This is an optimization exercise on Yosys and OpenROAD, whose aim is small area and a short achievable clock period, not a production implementation.
RTL that was checked went through simulation tests only; none was proved equivalent to the original.

==> job 1899 <==
## ex2_1
module ex2_1 (
	      input 		  clk, rst, validi,
	      input [31:0] 	  data_in,
	      output logic 	  valido,
	      output logic [31:0] data_out
	      );
Settings: LEC_CHECK=0, CAP_MARGIN=20, CORE_MARGIN=2, CORE_UTILIZATION=40, SETUP_SLACK_MARGIN=4.5, SLEW_MARGIN=20, SYNTH_HIERARCHICAL=1; clock period 8.0 ns.
run.sh (not shown) runs the stock make flow with config.mk's settings and CLKGATE_MAP_FILE= SYNTH_SCRIPT=/design/flow/synth_recipe.tcl, a recipe that flattens the netlist after the stock synthesis.
==> inputs of job 5296, as changes to job 1899 <==
--- a/flow/design.v
+++ b/flow/design.v
@@ -987,18 +987,18 @@
       q69 <= s613;
       q70 <= c594;
       q71 <= s615;
       q72 <= s635;
       q73 <= s637;
       q74 <= c616;
       q75 <= s639;
-      q76 <= s651;
-      q77 <= c638;
-      q78 <= s652;
-      q79 <= c640;
+      q76 <= s650;
+      q77 <= c640;
+      q78 <= s651;
+      q79 <= s652;
       data_out <= ra + rb;
    end
    assign bo0 = a[0] ^ 1'b0;
    assign bt0 = (a[1] & ~a[0] & ~1'b0) | (~a[1] & a[0] & 1'b0);
    assign bn0 = a[1] & ~(a[0] & 1'b0);
    assign pp1 = ((bo0 & data_in[0]) | (bt0 & 1'b0)) ^ bn0;
    assign pp2 = ((bo0 & data_in[1]) | (bt0 & data_in[0])) ^ bn0;
@@ -1506,17 +1506,17 @@
    assign s643 = pp182 ^ pp200 ^ pp216;
    assign s644 = pp230 ^ pp242 ^ pp252;
    assign s645 = pp260 ^ pp266 ^ pp270;
    assign s646 = pp272 ^ c618 ^ c620;
    assign s647 = c622 ^ c624 ^ c626;
    assign s648 = s641 ^ s642 ^ s643;
    assign s649 = s644 ^ s645 ^ c628;
-   assign s650 = c630 ^ s646 ^ s647;
-   assign s651 = s648 ^ c632 ^ c634;
-   assign s652 = s649 ^ s650 ^ c636;
+   assign s650 = c630 ^ c632 ^ c634;
+   assign s651 = s646 ^ s647 ^ s648;
+   assign s652 = c636 ^ c638 ^ s649;
    ex2_1_ha us653 (.a(q0), .b(q1), .s(s653), .co(c654));
    ex2_1_ha us655 (.a(q2), .b(c654), .s(s655), .co(c656));
    ex2_1_ha us657 (.a(q3), .b(c656), .s(s657), .co(c658));
    ex2_1_ha us659 (.a(q4), .b(c658), .s(s659), .co(c660));
    ex2_1_ha us661 (.a(q5), .b(c660), .s(s661), .co(c662));
    ex2_1_ha us663 (.a(q6), .b(c662), .s(s663), .co(c664));
    ex2_1_fa us665 (.a(q7), .b(q8), .c(q9), .s(s665), .co(c666));
@@ -1583,18 +1583,18 @@
    ex2_1_ha us787 (.a(c778), .b(s785), .s(s787), .co(c788));
    ex2_1_fa us789 (.a(q72), .b(q73), .c(q74), .s(s789), .co(c790));
    ex2_1_fa us791 (.a(q75), .b(c782), .c(s789), .s(s791), .co(c792));
    ex2_1_fa us793 (.a(c784), .b(s791), .c(data_in[30]), .s(s793), .co(c794));
    ex2_1_ha us795 (.a(c786), .b(s793), .s(s795), .co(c796));
    assign s797 = q76 ^ q77 ^ q78;
    assign s798 = q79 ^ c790 ^ s797;
-   assign s799 = s798 ^ c792 ^ data_in[31];
-   assign s800 = c794 ^ s799;
-   assign ra = {s800, c788, c780, c772, c766, c760, c754, c748, c742, c736, c730, c724, c718, c712, c708, c704, c700, c696, c692, c688, c684, c680, s677, s673, c668, c664, data_in[5], data_in[4], s659, s657, s655, s653};
-   assign rb = {c796, s795, s787, s779, s771, s765, s759, s753, s747, s741, s735, s729, s723, s717, s711, s707, s703, s699, s695, s691, s687, s683, s679, s675, s671, s667, s663, s661, data_in[3], data_in[2], data_in[1], data_in[0]};
+   assign s799 = c792 ^ data_in[31] ^ s798;
+   assign s800 = c794 ^ c796;
+   assign ra = {s799, c788, c780, c772, c766, c760, c754, c748, c742, c736, c730, c724, c718, c712, c708, c704, c700, c696, c692, c688, c684, c680, s677, s673, c668, c664, data_in[5], data_in[4], s659, s657, s655, s653};
+   assign rb = {s800, s795, s787, s779, s771, s765, s759, s753, s747, s741, s735, s729, s723, s717, s711, s707, s703, s699, s695, s691, s687, s683, s679, s675, s671, s667, s663, s661, data_in[3], data_in[2], data_in[1], data_in[0]};
 endmodule
 module ex2_1_fa (input a, b, c, output s, co);
    assign s = a ^ b ^ c;
    assign co = (a & b) | (c & (a ^ b));
 endmodule
 module ex2_1_ha (input a, b, output s, co);
    assign s = a ^ b;
- ABC_CLOCK_PERIOD_IN_PS: unset -> 3500
==> metrics list <==
- The flow ran to the end and the layout has no timing, DRC or antenna violations.
- Share of cells above drive strength 1: approximately 39%
* Final clock skew: ~0.013 ns
* Initial core utilization: between 40% and 50%
- Synth top area share: slightly below 30%
[end of results for job 5296]
==> metrics list <==
* Final clock skew: 0.0151 ns
* Result of the run: no timing/DRC/antenna violations
- Of the post-synthesis cell area, the dominant cell type holds 29.0%.
* Area growth from synthesis to final layout: 34.7%
- Share of cells above drive strength 1: a little under two fifths
[end of results for job 1899]
No run of this note included a check of the RTL's function; only the layout flow was run.

==> run a: inputs <==
ex2_1, a different RTL version from the one above (not shown whole).
## ex2_1
module ex2_1 (
	      input 		  clk, rst, validi,
	      input [31:0] 	  data_in,
	      output logic 	  valido,
	      output logic [31:0] data_out
	      );
export LEC_CHECK = 0
export CAP_MARGIN = 20
export CORE_MARGIN = 2
export CORE_UTILIZATION = 40
export SETUP_SLACK_MARGIN = 4.4
export SLEW_MARGIN = 20
export SYNTH_HIERARCHICAL = 1
export TNS_END_PERCENT = 0
create_clock -name core_clock -period 8.0 [get_ports {clk}]
standard.sh (not shown) runs the stock make flow with config.mk's settings and CLKGATE_MAP_FILE= SYNTH_SCRIPT=/design/flow/synth_recipe.tcl, a recipe that flattens the netlist after the stock synthesis.
==> flow/flow/run.sh <==
#!/bin/bash
# The standard layout, except that the port buffers are plain buf_2 cells rather
# than the delay cells buffer_ports picks by default. make's full output goes to flow_make.log.
set -euo pipefail
bash standard.sh "BUFFER_PORTS_ARGS=-buffer_cell sky130_fd_sc_hd__buf_2" finish > flow_make.log 2>&1
==> run b (differences from run a) <==
--- a/flow/design.v
+++ b/flow/design.v
@@ -1005,39 +1005,36 @@
    wire xg63, xp63;
    wire gi64, pi64;
    wire xg65, xp65;
    wire xg66, xp66;
    wire xg67, xp67;
    wire xg68, xp68;
    wire xg69, xp69;
-   wire gq2, tq2;
    wire xg70, xp70;
    wire xg71, xp71;
-   wire gq6, tq6;
    wire xg72, xp72;
-   wire gq8, tq8;
    wire xg73, xp73;
    wire xg74, xp74;
    wire xg75, xp75;
    wire xg76, xp76;
    wire xg77, xp77;
-   wire gq18, tq18;
-   wire xg78, xp78;
-   wire gq20, tq20;
+   wire gi78, pi78;
    wire xg79, xp79;
-   wire gq22, tq22;
-   wire xg80, xp80;
-   wire gq24, tq24;
+   wire gi80, pi80;
    wire xg81, xp81;
-   wire gq26, tq26;
-   wire xg82, xp82;
-   wire gq28, tq28;
+   wire gi82, pi82;
    wire xg83, xp83;
-   wire gq30, tq30;
-   wire xg84, xp84;
+   wire gi84, pi84;
+   wire xg85, xp85;
+   wire gi86, pi86;
+   wire xg87, xp87;
+   wire gi88, pi88;
+   wire xg89, xp89;
+   wire gi90, pi90;
+   wire xg91, xp91;
    always_ff @(posedge clk) begin
       a <= data_in;
       q0 <= bn0;
       q1 <= pp1;
       q2 <= pp2;
       q3 <= s273;
       q4 <= s275;
@@ -1839,71 +1836,75 @@
    assign gi64 = ~xg34;
    assign pi64 = ~xp34;
    ex2_1_pgn ug65 (.gnh(xg55), .pnh(xp55), .gnl(gi64), .pnl(1'b0), .g(xg65), .p(xp65));
    ex2_1_pgn ug66 (.gnh(xg56), .pnh(xp56), .gnl(xg47), .pnl(1'b0), .g(xg66), .p(xp66));
    ex2_1_pgn ug67 (.gnh(xg57), .pnh(xp57), .gnl(xg49), .pnl(1'b0), .g(xg67), .p(xp67));
    ex2_1_pgn ug68 (.gnh(xg58), .pnh(xp58), .gnl(xg50), .pnl(1'b0), .g(xg68), .p(xp68));
    ex2_1_pgn ug69 (.gnh(xg59), .pnh(xp59), .gnl(xg51), .pnl(1'b0), .g(xg69), .p(xp69));
-   ex2_1_gtp ugq2 (.a(ra[2]), .b(rb[2]), .g(gq2), .t(tq2));
-   ex2_1_pgi ug70 (.gh(gq2), .ph(tq2), .gl(xg1), .pl(1'b1), .gn(xg70), .pn(xp70));
+   ex2_1_pgn ug70 (.gnh(gn0[2]), .pnh(tn0[2]), .gnl(gi32), .pnl(1'b0), .g(xg70), .p(xp70));
    ex2_1_pgn ug71 (.gnh(gn0[4]), .pnh(tn0[4]), .gnl(xg17), .pnl(1'b0), .g(xg71), .p(xp71));
-   ex2_1_gtp ugq6 (.a(ra[6]), .b(rb[6]), .g(gq6), .t(tq6));
-   ex2_1_pgi ug72 (.gh(gq6), .ph(tq6), .gl(xg33), .pl(1'b1), .gn(xg72), .pn(xp72));
-   ex2_1_gtp ugq8 (.a(ra[8]), .b(rb[8]), .g(gq8), .t(tq8));
-   ex2_1_pgi ug73 (.gh(gq8), .ph(tq8), .gl(xg34), .pl(1'b1), .gn(xg73), .pn(xp73));
+   ex2_1_pgn ug72 (.gnh(gn0[6]), .pnh(tn0[6]), .gnl(gi62), .pnl(1'b0), .g(xg72), .p(xp72));
+   ex2_1_pgn ug73 (.gnh(gn0[8]), .pnh(tn0[8]), .gnl(gi64), .pnl(1'b0), .g(xg73), .p(xp73));
    ex2_1_pgn ug74 (.gnh(gn0[10]), .pnh(tn0[10]), .gnl(xg47), .pnl(1'b0), .g(xg74), .p(xp74));
    ex2_1_pgn ug75 (.gnh(gn0[12]), .pnh(tn0[12]), .gnl(xg49), .pnl(1'b0), .g(xg75), .p(xp75));
    ex2_1_pgn ug76 (.gnh(gn0[14]), .pnh(tn0[14]), .gnl(xg50), .pnl(1'b0), .g(xg76), .p(xp76));
    ex2_1_pgn ug77 (.gnh(gn0[16]), .pnh(tn0[16]), .gnl(xg51), .pnl(1'b0), .g(xg77), .p(xp77));
-   ex2_1_gtp ugq18 (.a(ra[18]), .b(rb[18]), .g(gq18), .t(tq18));
-   ex2_1_pgi ug78 (.gh(gq18), .ph(tq18), .gl(xg60), .pl(1'b1), .gn(xg78), .pn(xp78));
-   ex2_1_gtp ugq20 (.a(ra[20]), .b(rb[20]), .g(gq20), .t(tq20));
-   ex2_1_pgi ug79 (.gh(gq20), .ph(tq20), .gl(xg61), .pl(1'b1), .gn(xg79), .pn(xp79));
-   ex2_1_gtp ugq22 (.a(ra[22]), .b(rb[22]), .g(gq22), .t(tq22));
-   ex2_1_pgi ug80 (.gh(gq22), .ph(tq22), .gl(xg63), .pl(1'b1), .gn(xg80), .pn(xp80));
-   ex2_1_gtp ugq24 (.a(ra[24]), .b(rb[24]), .g(gq24), .t(tq24));
-   ex2_1_pgi ug81 (.gh(gq24), .ph(tq24), .gl(xg65), .pl(1'b1), .gn(xg81), .pn(xp81));
-   ex2_1_gtp ugq26 (.a(ra[26]), .b(rb[26]), .g(gq26), .t(tq26));
-   ex2_1_pgi ug82 (.gh(gq26), .ph(tq26), .gl(xg66), .pl(1'b1), .gn(xg82), .pn(xp82));
-   ex2_1_gtp ugq28 (.a(ra[28]), .b(rb[28]), .g(gq28), .t(tq28));
-   ex2_1_pgi ug83 (.gh(gq28), .ph(tq28), .gl(xg67), .pl(1'b1), .gn(xg83), .pn(xp83));
-   ex2_1_gtp ugq30 (.a(ra[30]), .b(rb[30]), .g(gq30), .t(tq30));
-   ex2_1_pgi ug84 (.gh(gq30), .ph(tq30), .gl(xg68), .pl(1'b1), .gn(xg84), .pn(xp84));
+   assign gi78 = ~xg60;
+   assign pi78 = ~xp60;
+   ex2_1_pgn ug79 (.gnh(gn0[18]), .pnh(tn0[18]), .gnl(gi78), .pnl(1'b0), .g(xg79), .p(xp79));
+   assign gi80 = ~xg61;
+   assign pi80 = ~xp61;
+   ex2_1_pgn ug81 (.gnh(gn0[20]), .pnh(tn0[20]), .gnl(gi80), .pnl(1'b0), .g(xg81), .p(xp81));
+   assign gi82 = ~xg63;
+   assign pi82 = ~xp63;
+   ex2_1_pgn ug83 (.gnh(gn0[22]), .pnh(tn0[22]), .gnl(gi82), .pnl(1'b0), .g(xg83), .p(xp83));
+   assign gi84 = ~xg65;
+   assign pi84 = ~xp65;
+   ex2_1_pgn ug85 (.gnh(gn0[24]), .pnh(tn0[24]), .gnl(gi84), .pnl(1'b0), .g(xg85), .p(xp85));
+   assign gi86 = ~xg66;
+   assign pi86 = ~xp66;
+   ex2_1_pgn ug87 (.gnh(gn0[26]), .pnh(tn0[26]), .gnl(gi86), .pnl(1'b0), .g(xg87), .p(xp87));
+   assign gi88 = ~xg67;
+   assign pi88 = ~xp67;
+   ex2_1_pgn ug89 (.gnh(gn0[28]), .pnh(tn0[28]), .gnl(gi88), .pnl(1'b0), .g(xg89), .p(xp89));
+   assign gi90 = ~xg68;
+   assign pi90 = ~xp68;
+   ex2_1_pgn ug91 (.gnh(gn0[30]), .pnh(tn0[30]), .gnl(gi90), .pnl(1'b0), .g(xg91), .p(xp91));
    assign sum[0] = p0[0];
    ex2_1_xn us1 (.a(p0[1]), .b(gn0[0]), .y(sum[1]));
    ex2_1_x us2 (.a(p0[2]), .b(xg1), .y(sum[2]));
-   ex2_1_xn us3 (.a(p0[3]), .b(xg70), .y(sum[3]));
+   ex2_1_x us3 (.a(p0[3]), .b(xg70), .y(sum[3]));
    ex2_1_xn us4 (.a(p0[4]), .b(xg17), .y(sum[4]));
    ex2_1_x us5 (.a(p0[5]), .b(xg71), .y(sum[5]));
    ex2_1_x us6 (.a(p0[6]), .b(xg33), .y(sum[6]));
-   ex2_1_xn us7 (.a(p0[7]), .b(xg72), .y(sum[7]));
+   ex2_1_x us7 (.a(p0[7]), .b(xg72), .y(sum[7]));
    ex2_1_x us8 (.a(p0[8]), .b(xg34), .y(sum[8]));
-   ex2_1_xn us9 (.a(p0[9]), .b(xg73), .y(sum[9]));
+   ex2_1_x us9 (.a(p0[9]), .b(xg73), .y(sum[9]));
    ex2_1_xn us10 (.a(p0[10]), .b(xg47), .y(sum[10]));
    ex2_1_x us11 (.a(p0[11]), .b(xg74), .y(sum[11]));
    ex2_1_xn us12 (.a(p0[12]), .b(xg49), .y(sum[12]));
    ex2_1_x us13 (.a(p0[13]), .b(xg75), .y(sum[13]));
    ex2_1_xn us14 (.a(p0[14]), .b(xg50), .y(sum[14]));
    ex2_1_x us15 (.a(p0[15]), .b(xg76), .y(sum[15]));
    ex2_1_xn us16 (.a(p0[16]), .b(xg51), .y(sum[16]));
    ex2_1_x us17 (.a(p0[17]), .b(xg77), .y(sum[17]));
    ex2_1_x us18 (.a(p0[18]), .b(xg60), .y(sum[18]));
-   ex2_1_xn us19 (.a(p0[19]), .b(xg78), .y(sum[19]));
+   ex2_1_x us19 (.a(p0[19]), .b(xg79), .y(sum[19]));
    ex2_1_x us20 (.a(p0[20]), .b(xg61), .y(sum[20]));
-   ex2_1_xn us21 (.a(p0[21]), .b(xg79), .y(sum[21]));
+   ex2_1_x us21 (.a(p0[21]), .b(xg81), .y(sum[21]));
    ex2_1_x us22 (.a(p0[22]), .b(xg63), .y(sum[22]));
-   ex2_1_xn us23 (.a(p0[23]), .b(xg80), .y(sum[23]));
+   ex2_1_x us23 (.a(p0[23]), .b(xg83), .y(sum[23]));
    ex2_1_x us24 (.a(p0[24]), .b(xg65), .y(sum[24]));
-   ex2_1_xn us25 (.a(p0[25]), .b(xg81), .y(sum[25]));
+   ex2_1_x us25 (.a(p0[25]), .b(xg85), .y(sum[25]));
    ex2_1_x us26 (.a(p0[26]), .b(xg66), .y(sum[26]));
-   ex2_1_xn us27 (.a(p0[27]), .b(xg82), .y(sum[27]));
+   ex2_1_x us27 (.a(p0[27]), .b(xg87), .y(sum[27]));
    ex2_1_x us28 (.a(p0[28]), .b(xg67), .y(sum[28]));
-   ex2_1_xn us29 (.a(p0[29]), .b(xg83), .y(sum[29]));
+   ex2_1_x us29 (.a(p0[29]), .b(xg89), .y(sum[29]));
    ex2_1_x us30 (.a(p0[30]), .b(xg68), .y(sum[30]));
-   ex2_1_xn us31 (.a(p0[31]), .b(xg84), .y(sum[31]));
+   ex2_1_x us31 (.a(p0[31]), .b(xg91), .y(sum[31]));
 endmodule
 module ex2_1_fa (input a, b, c, output s, co);
    assign s = a ^ b ^ c;
    assign co = (a & b) | (c & (a ^ b));
 endmodule
 module ex2_1_ha (input a, b, output s, co);
    assign s = a ^ b;
@@ -1913,21 +1914,14 @@
    assign gn = ~(gh | (ph & gl));
    assign pn = ~(ph & pl);
 endmodule
 module ex2_1_pgn (input gnh, pnh, gnl, pnl, output g, p);
    assign g = ~(gnh & (pnh | gnl));
    assign p = ~(pnh | pnl);
 endmodule
-module ex2_1_ao (input a, b, c, output y);
-   assign y = a | (b & c);
-endmodule
-module ex2_1_gtp (input a, b, output g, t);
-   assign g = a & b;
-   assign t = a | b;
-endmodule
 module ex2_1_gt (input a, b, output gn, tn);
    assign gn = ~(a & b);
    assign tn = ~(a | b);
 endmodule
 module ex2_1_x (input a, b, output y);
    assign y = a ^ b;
 endmodule
- CORE_UTILIZATION: 40 -> 50
==> run c (differences from run a) <==
- SETUP_SLACK_MARGIN: 4.4 -> 4.6
==> summary.txt <==
metric                                                                     run c         run a               run b
Status                                          no timing/DRC/antenna violations  no timing/DRC/antenna violations  no timing/DRC/antenna violations
Register share of the cell area                                            18.9%         19.2%               19.4%
Fraction of final layout cells sized beyond drive strength 1               18.8%         17.0%               17.0%
Worst-margin pin slew                                                     880 ps       1050 ps             1110 ps
Multi-input combinational cell count                                        1198          1197                1180
Core area                                                              39800 µm²     39800 µm²           31600 µm²
Maximum clock frequency                                                  287 MHz       280 MHz             276 MHz
Routed wirelength normalized by instance count                           22.6 µm       22.3 µm             24.3 µm
Synthesized instance count                                                  1536          1536                1525
Type of the worst setup path                                  input port to flop  flop to flop  input port to flop
Met2 routed wirelength                                                  22500 µm      22200 µm            21600 µm
Met2 demand-to-capacity share in global routing                            37.0%         36.8%               44.7%
Global Route met1 Usage                                                    30.0%         29.9%               39.9%
Setup slack, reg-to-reg                                                  4550 ps       4430 ps             4430 ps

static timing again, ports no longer ideal:
The results above use ideal ports. As a check the final layouts listed here were re-extracted and re-timed, cells and wires unchanged.
Step 1, drivers: a clkbuf_16 drives clk and a buf_2 each remaining input, both assumed.
Step 2 adds t to the input delays and takes it off the output delays; t is the mean of the earliest and latest rising clock arrival at the registers after step 1. Input paths then give back, and output paths get back, about the clock's delay inside the block.
Three values: ideal, step 1, step 2; two values: the first two.
run | shift t [ns] | setup WS [ns] | worst setup path at the end
job 1899 | 0.512 | 3.928 / 3.925 / 3.412 | input to register
job 5296 | 0.512 | 3.897 / 3.870 / 3.359 | input to register
run a | 0.514 | 4.434 / 4.434 / 3.945 | input to register
run b | 0.504 | 4.374 / 4.402 / 3.898 | input to register
run c | 0.512 | 4.514 / 4.539 / 4.026 | input to register
After both steps every run listed still meets setup and hold. For job 5296, which loses most, drivers alone change the setup slack by -0.027 ns; drivers and shift together by -0.538 ns.
